Source: an optimization exercise on an open RTL-to-GDS flow (aim: small area). Production flows keep margins and buffers that such runs may drop. Where RTL was checked, it was by simulation tests only, not by an equivalence proof against the original. No activity file was given, so power comes from the tool's default toggle rates.

== run 1 ==
## mtm_Alu
module mtm_Alu (
    input  wire clk,    
    input  wire rst_n,  
    input  wire sin,    
    output wire sout    
);
reg  [3:0]  bc;
reg  [3:0]  pc;
reg  [3:0]  lf;       
reg  [3:0]  M;
reg  [31:0] X;
reg  [31:0] H;        
wire busy  = pc[3] & pc[2];
wire pc8   = pc[3] & !pc[2];
wire bc10  = (bc == 4'd10);
wire ferr  = !busy && ((bc == 4'd1 && (pc8 ? !sin : sin)) || (bc10 && !sin));
wire pay   = !busy && bc >= 4'd2 && bc <= 4'd9;
reg         c8;
wire        arith = M[2];
wire        sub   = M[0];
wire [1:0]  ck    = {bc[3], bc[0]};                  
wire        ldc   = pay && pc8 && bc >= 4'd6;
wire [7:0]  xa    = X[7:0];
wire [7:0]  ha    = H[7:0];
wire [7:0]  yb    = ha ^ {8{sub}};
wire [8:0]  cc;
wire [7:0]  sum;
assign cc[0] = (ck == 2'd0) ? sub : c8;
genvar gi;
generate for (gi = 0; gi < 8; gi = gi + 1) begin : rca
    assign sum[gi]  = xa[gi] ^ yb[gi] ^ cc[gi];
  ...
For scale: ~430 cells after synthesis, ~91 flip-flops.
clock: 8.0 ns
lec_check: 0
abc_area: 1
cap_margin: 20
core_margin: 2
core_utilization: 40
cts_buf_list: sky130_fd_sc_hd__clkbuf_8
gpl_timing_driven: 0
slew_margin: 20
standard.sh (not shown) runs the stock make flow with config.mk's settings and CLKGATE_MAP_FILE= SYNTH_SCRIPT=/design/flow/synth_recipe.tcl, a recipe that flattens the netlist after the stock synthesis.
==> flow/flow/run.sh <==
#!/bin/bash
# The standard layout (standard.sh), with these changes:
#  - clock tree synthesis adds no dummy loads;
#  - the ports are buffered with buf_1.
set -euo pipefail
cd "$(dirname "$0")/.."
rm -rf scripts_area
cp -r "$FLOW_HOME/scripts" scripts_area
cp flow/abc_area.script scripts_area/abc_area.script
export SCRIPTS_DIR="$PWD/scripts_area"
export CTS_ARGS="-sink_clustering_enable -repair_clock_nets -buf_list sky130_fd_sc_hd__clkbuf_8 -dont_use_dummy_load"
export BUFFER_PORTS_ARGS="-buffer_cell sky130_fd_sc_hd__buf_1"
bash standard.sh > standard_flow.log 2>&1
==> flow/flow/abc_area.script <==
strash
&get -n
&deepsyn -J 500
&put
dch -f
amap -F 6 -A 16
Run 1: full flow OK, the timing, design-rule and antenna checks passed
Here is what was changed in the inputs of run 2 compared with run 1.
- GPL_ROUTABILITY_DRIVEN: unset -> 0
- Delta (run 2 minus run 1): number of buffers inserted by port buffering flat, area of the die flat, global routing met2 resource utilization flat.
- On least setup slack across all paths after layout, run 2 and run 1 are neck and neck.
Changes in run 3 relative to run 2:
- a deleted GPL_TIMING_DRIVEN that had been 0
- a deleted GPL_ROUTABILITY_DRIVEN that had been 0
--- a/flow/flow/run.sh
+++ b/flow/flow/run.sh
@@ -9,5 +9,5 @@
 cp flow/abc_area.script scripts_area/abc_area.script
 export SCRIPTS_DIR="$PWD/scripts_area"
-export CTS_ARGS="-sink_clustering_enable -repair_clock_nets -buf_list sky130_fd_sc_hd__clkbuf_8 -dont_use_dummy_load"
+export CTS_ARGS="-sink_clustering_enable -repair_clock_nets -root_buf sky130_fd_sc_hd__clkbuf_16 -buf_list sky130_fd_sc_hd__clkbuf_4 -dont_use_dummy_load -sink_clustering_size 8"
 export BUFFER_PORTS_ARGS="-buffer_cell sky130_fd_sc_hd__buf_1"
 bash standard.sh > standard_flow.log 2>&1
--- outcome ---
- Looking at run 3 and run 2, the per-cell routed wire length is a wash.
- Max clock network fraction of design power across run 3 and run 2: run 3
- [compare] base=run 2 new=run 3: multi-input gate share of the layout cell area fell 0.86 points, first-iteration DRC count rose 16%, combinational power share fell 1.5 points.
## Diff of input files: run 4 against run 3
--- a/flow/flow/run.sh
+++ b/flow/flow/run.sh
@@ -9,5 +9,5 @@
 cp flow/abc_area.script scripts_area/abc_area.script
 export SCRIPTS_DIR="$PWD/scripts_area"
-export CTS_ARGS="-sink_clustering_enable -repair_clock_nets -root_buf sky130_fd_sc_hd__clkbuf_16 -buf_list sky130_fd_sc_hd__clkbuf_4 -dont_use_dummy_load -sink_clustering_size 8"
+export CTS_ARGS="-sink_clustering_enable -repair_clock_nets -buf_list sky130_fd_sc_hd__clkbuf_8 -dont_use_dummy_load -sink_clustering_size 30 -sink_clustering_max_diameter 300 -sink_clustering_levels 1"
 export BUFFER_PORTS_ARGS="-buffer_cell sky130_fd_sc_hd__buf_1"
 bash standard.sh > standard_flow.log 2>&1
Findings:
Re total length of routed wires: run 4 is 0.43% down on run 3. Compared with run 3, in run 4 critical path depth barely changed; headroom to the max-slew limit went down by 0.41 points; global-route wire length before repair fell 0.66%; via count of the first global-routing pass down about 0.5%. Compared with run 3, in run 4 wire length per cell decreased by 0.43% relative to the old numbers; peak ir drop on the vdd network decreased by about 11% relative to the old numbers; count of multi-input combinational gates closely matched the old numbers. Relative to run 3, the worst slack on hold paths of run 4 is higher by 3.2 ps. The higher via count of run 4 and run 3 is in run 3. As far as clock sink count goes, run 4 and run 3 are indistinguishable; the numbers are identical.

========
Another version of the RTL of mtm_Alu (not shown whole).
For scale: roughly 94 flip-flops, ~4400 µm² of cells after synthesis.
Settings: LEC_CHECK=0, ABC_AREA=1, CAP_MARGIN=20, CORE_MARGIN=2, CORE_UTILIZATION=40, CTS_BUF_LIST=sky130_fd_sc_hd__clkbuf_8, SLEW_MARGIN=20; clock period 8.0 ns.
==> flow/flow/run.sh <==
#!/bin/bash
# The standard layout (standard.sh), with these changes:
#  - clock tree synthesis adds no dummy loads;
#  - the ports are buffered with buf_1.
set -euo pipefail
cd "$(dirname "$0")/.."
rm -rf scripts_area
cp -r "$FLOW_HOME/scripts" scripts_area
cp flow/abc_area.script scripts_area/abc_area.script
export SCRIPTS_DIR="$PWD/scripts_area"
export CTS_ARGS="-sink_clustering_enable -repair_clock_nets -buf_list sky130_fd_sc_hd__clkbuf_8 -dont_use_dummy_load -sink_clustering_size 32 -sink_clustering_max_diameter 150"
export BUFFER_PORTS_ARGS="-buffer_cell sky130_fd_sc_hd__buf_1"
bash standard.sh > standard_flow.log 2>&1
==> flow/flow/abc_area.script <==
strash
&get -n
&deepsyn -T 30
&put
dch -f
amap
Change:
--- a/flow/flow/run.sh
+++ b/flow/flow/run.sh
@@ -11 +11 @@
-export CTS_ARGS="-sink_clustering_enable -repair_clock_nets -buf_list sky130_fd_sc_hd__clkbuf_8 -dont_use_dummy_load -sink_clustering_size 32 -sink_clustering_max_diameter 150"
+export CTS_ARGS="-sink_clustering_enable -repair_clock_nets -buf_list sky130_fd_sc_hd__clkbuf_8 -dont_use_dummy_load -sink_clustering_size 24 -sink_clustering_max_diameter 80"
- The changed run went through all stages and came out clean
- combinational power hardly moves
- area after synthesis is unchanged
- cell count is unchanged
- count of clock-buffer cells in the layout does not change
- design area does not change
- power is unchanged
- first-iteration DRC count is unchanged
- die area is unchanged
- routed wire length stays the same
No run of this note included a check of the RTL's function; only the layout flow was run.

========
## oak
The RTL this note starts from:
==> flow/design.v <==
module mtm_Alu (
    input  wire clk,    
    input  wire rst_n,  
    input  wire sin,    
    output wire sout    
);
reg  [3:0]  bc;
reg  [3:0]  pc;
reg  [1:0]  cd;       
reg  [3:0]  lf;       
reg  [3:0]  M;
reg  [31:0] X;
reg  [31:0] H;        
wire busy  = pc[3] & pc[2];
wire pc8   = pc[3] & !pc[2];
wire bc10  = (bc == 4'd10);
wire ferr  = !busy && ((bc == 4'd1 && (pc8 ? !sin : sin)) || (bc10 && !sin));
wire pay   = !busy && bc >= 4'd2 && bc <= 4'd9;
reg         c8;
wire        arith = M[2];
wire        sub   = M[0];
wire [1:0]  ck    = {bc[3], bc[0]};                  
wire        ldc   = pay && pc8 && bc >= 4'd6;
reg  [7:0]  xa, ha;
always @* begin
    case (ck)
        2'd0: begin xa = X[7:0];   ha = H[7:0];   end
        2'd1: begin xa = X[15:8];  ha = H[15:8];  end
        2'd2: begin xa = X[23:16]; ha = H[23:16]; end
        default: begin xa = X[31:24]; ha = H[31:24]; end
    endcase
end
wire [7:0]  yb    = ha ^ {8{sub}};
wire [8:0]  cc;
wire [7:0]  sum;
assign cc[0] = (ck == 2'd0) ? sub : c8;
genvar gi;
generate for (gi = 0; gi < 8; gi = gi + 1) begin : rca
    assign sum[gi]  = xa[gi] ^ yb[gi] ^ cc[gi];
    assign cc[gi+1] = (xa[gi] & yb[gi]) | (xa[gi] & cc[gi]) | (yb[gi] & cc[gi]);
end endgenerate
wire [7:0]  R     = arith ? sum : (sub ? (xa | ha) : (xa & ha));
reg  [2:0] spc;
reg  [3:0] sbc;
reg  [2:0] oc;        
reg        z;        
wire spc4  = spc[2];
wire sidle = spc4 && bc10s;
wire bc10s = (sbc == 4'd10);
wire spay  = sbc >= 4'd2 && sbc <= 4'd9;
wire sdata = !spc4 && spay;
wire go    = sidle && (cd[1] || (cd[0] && (!M[3] || M == 4'b1010 || M == 4'b1100)));
wire cy    = c8 ^ sub;
reg  obit;
always @* begin
    if (sbc == 4'd0) obit = 1'b0;
    else if (sbc == 4'd1) obit = spc4;
    else if (!spay) obit = 1'b1;
    else if (!spc4) obit = H[31];
    else if (sbc <= 4'd6) obit = M[3];
    else obit = oc[2];
end
assign sout = obit;
always @(posedge clk) begin
    if (!rst_n) begin
        bc <= 4'd0; pc <= 4'd0; cd <= 2'd0;
        spc <= 3'd4; sbc <= 4'd10;
    end else begin
        cd <= busy ? pc[1:0] : 2'd0;
        if (bc != 4'd0 || !sin) begin
            if (ferr) begin
                bc <= 4'd1; pc <= 4'd14;
            end else if (bc10) begin
                bc <= 4'd0;
                if (busy) pc <= 4'd0;
                else if (!pc8) pc <= pc + 4'd1;
                else if (lf == 4'd0) begin pc <= 4'd13; bc <= 4'd9; end
                else begin pc <= 4'd15; bc <= 4'd1; end
            end else bc <= bc + 4'd1;
        end
        if (go) begin
            sbc <= 4'd15;
            spc <= (cd[1] || M[3] || M[1]) ? 3'd4 : 3'd0;
        end else if (!sidle) begin
            if (bc10s) begin
                sbc <= 4'd0;
                spc <= spc + 3'd1;
            end else sbc <= sbc + 4'd1;
        end
    end
end
always @(posedge clk) begin
    if (pc == 4'd0 && bc < 4'd9)
        lf <= 4'd0;
    else if (pay) begin
        lf <= {lf[2:0], 1'b0} ^ (lf[3] ? 4'b0011 : 4'b0000) ^
              (((pc8 && bc == 4'd2) || sin) ? ((pc == 4'd4 && bc <= 4'd8) ? 4'b1111 : 4'b0011) : 4'b0000);
    end
    if (go) begin
        if (cd[1]) begin                                       
            M <= cd[0] ? 4'b1010 : 4'b1100;
            z <= !cd[0];
            oc <= cd[0] ? 3'b111 : 3'b101;
        end else if (M[3]) begin                               
            z <= M[2];
            oc <= M[2] ? 3'b101 : 3'b111;
        end else if (M[1]) begin                               
            M <= 4'b1001;
            z <= 1'b0;
            oc <= 3'b110;
        end else begin                                         
            M <= {1'b0, arith && cy, arith && !cy && H[31], arith};
            z <= arith && (sub ? cy : H[31]);
            oc <= {H[31], 2'b00};
        end
    end else begin
        if (pay && pc8) begin
            if (bc <= 4'd5) M <= {M[2:0], sin};
            else if (M[3] && (sin != (bc == 4'd6 ? M[2] : bc == 4'd7 ? M[1] : bc == 4'd9)))
                M <= 4'b1000;
        end else if (spc4 && spay) M <= {M[2:0], z};
        else if (sdata) M[0] <= M[0] && !H[31];
        if (spay) oc <= {oc[1:0], 1'b0} ^ ((oc[2] ^ obit) ? 3'b011 : 3'b000);
    end
    if (pay && pc[3:2] == 2'b00) X <= {X[30:0], sin};
    if (ldc) begin
        case (ck)
            2'd0: H[7:0]   <= R;
            2'd1: H[15:8]  <= R;
            2'd2: H[23:16] <= R;
            default: H[31:24] <= R;
        endcase
        c8 <= cc[8];
    end else if ((pay && pc[3:2] == 2'b01) || sdata) H <= {H[30:0], sin};
end
endmodule
Settings: LEC_CHECK=0, ABC_AREA=1, CAP_MARGIN=0, CORE_MARGIN=2, CORE_UTILIZATION=40, CTS_BUF_LIST=sky130_fd_sc_hd__clkbuf_8, SLEW_MARGIN=0; clock period 8.0 ns.
==> flow/flow/run.sh <==
#!/bin/bash
set -euo pipefail
cd "$(dirname "$0")/.."
rm -rf scripts_area
cp -r "$FLOW_HOME/scripts" scripts_area
cp flow/abc_area.script scripts_area/abc_area.script
export SCRIPTS_DIR="$PWD/scripts_area"
export CTS_ARGS="-sink_clustering_enable -repair_clock_nets -buf_list sky130_fd_sc_hd__clkbuf_8 -dont_use_dummy_load"
export BUFFER_PORTS_ARGS="-buffer_cell sky130_fd_sc_hd__buf_1"
bash standard.sh > standard_flow.log 2>&1
Scripts as last shown in full above: flow/flow/abc_area.script
No stage failed in oak, and the final checks on the layout all came back clean.
[inputs] pine vs oak
- CAP_MARGIN: 0 -> 20
- SLEW_MARGIN: 0 -> 20
--- a/flow/flow/run.sh
+++ b/flow/flow/run.sh
@@ -8,2 +7,0 @@
-export CTS_ARGS="-sink_clustering_enable -repair_clock_nets -buf_list sky130_fd_sc_hd__clkbuf_8 -dont_use_dummy_load"
-export BUFFER_PORTS_ARGS="-buffer_cell sky130_fd_sc_hd__buf_1"
## What came out
Status | pine and oak | clean
Against oak, count of non-filler cells in the finished layout in pine rose slightly.
Looking at register fraction of the total cell area, pine sits 1.3 points lower than oak does.
~same number of placed instances, taps included in pine and oak
Side by side, final weighted congestion in routability-driven placement turned out higher in pine than in oak.
Min share of final-layout standard cells stronger than drive strength 1 across pine and oak: oak
Taking oak as the reference, in pine average detailed-routed wire length per instance moved down, switching power summed over all nets moved up, power moved up.
Compared with oak, pine improves post-layout minimum cycle time.
Row via count of the first global-routing pass: pine lower / oak higher
The inputs of birch differ from those of pine as listed below.
--- a/flow/flow/run.sh
+++ b/flow/flow/run.sh
@@ -7,0 +8 @@
+export CTS_ARGS="-sink_clustering_enable -repair_clock_nets -root_buf sky130_fd_sc_hd__clkbuf_8 -buf_list sky130_fd_sc_hd__clkbuf_4 -dont_use_dummy_load"
==> run summary <==
Across both runs, critical path's largest stage delay was higher for birch than for pine.
Relative to pine, the setup slack of birch is lower by 0.026 ns.
Re post-route cell area: pine and birch aren't equal, and the higher value belongs to pine.
Changes observed in birch relative to pine: final-report max-slew violation count essentially unchanged; final cell count decreased 7; aggregate global-route resource usage essentially unchanged; wire length essentially unchanged.
### birch -> maple
--- a/flow/flow/run.sh
+++ b/flow/flow/run.sh
@@ -8 +8 @@
-export CTS_ARGS="-sink_clustering_enable -repair_clock_nets -root_buf sky130_fd_sc_hd__clkbuf_8 -buf_list sky130_fd_sc_hd__clkbuf_4 -dont_use_dummy_load"
+export CTS_ARGS="-sink_clustering_enable -repair_clock_nets -buf_list sky130_fd_sc_hd__clkbuf_8 -dont_use_dummy_load"
[summary]
From birch to maple, final area did not move at all.
Comparing birch against maple, there is no change at all in synthesized-area fraction occupied by and/or/nand/nor cells.
On top achievable clock speed, birch and maple are basically level.

## separate check: timing with driven ports
How much do the figures lean on ideal ports? The routed layouts below were timed once more, with nothing changed but the port constraints. Step 1 sets driving cells, clkbuf_16 on the clock port and buf_2 on the other inputs (assumed; they add their load-dependent delay and slew). Step 2, shift: input delay + t, output delay - t, t = (earliest + latest rising clock arrival at the registers) / 2. This alone moves slack from input paths to output paths. Slacks: no drivers / after step 1 / after step 2; pairs: no drivers / after step 1.
run	t, ns	slack for setup (ns)	clock arrival spread, ns	worst register clock-pin slew, ns	worst data-port slew with drivers (ns)
run 1	0.378	2.529 / 2.529 / 2.529	0.041 / 0.041	0.11 / 0.11	0.03
run 2	0.378	2.529 / 2.529 / 2.529	0.041 / 0.041	0.11 / 0.11	0.03
run 3	0.366	2.688 / 2.688 / 2.688	0.014 / 0.014	0.06 / 0.06	0.03
run 4	0.375	2.683 / 2.683 / 2.683	0.021 / 0.020	0.09 / 0.09	0.03
the first run of note 2	0.396	3.087 / 3.087 / 3.087	0.025 / 0.024	0.09 / 0.09	0.03
the second run of note 2	0.396	3.087 / 3.087 / 3.087	0.025 / 0.024	0.09 / 0.09	0.03
oak	0.400	1.491 / 1.491 / 1.491	0.017 / 0.017	0.09 / 0.09	0.03
pine	0.411	1.526 / 1.526 / 1.526	0.014 / 0.013	0.11 / 0.11	0.03
birch	0.398	1.499 / 1.499 / 1.499	0.045 / 0.045	0.11 / 0.11	0.03
maple	0.398	1.499 / 1.499 / 1.499	0.045 / 0.045	0.11 / 0.11	0.03
After both steps every run listed still meets setup and hold.
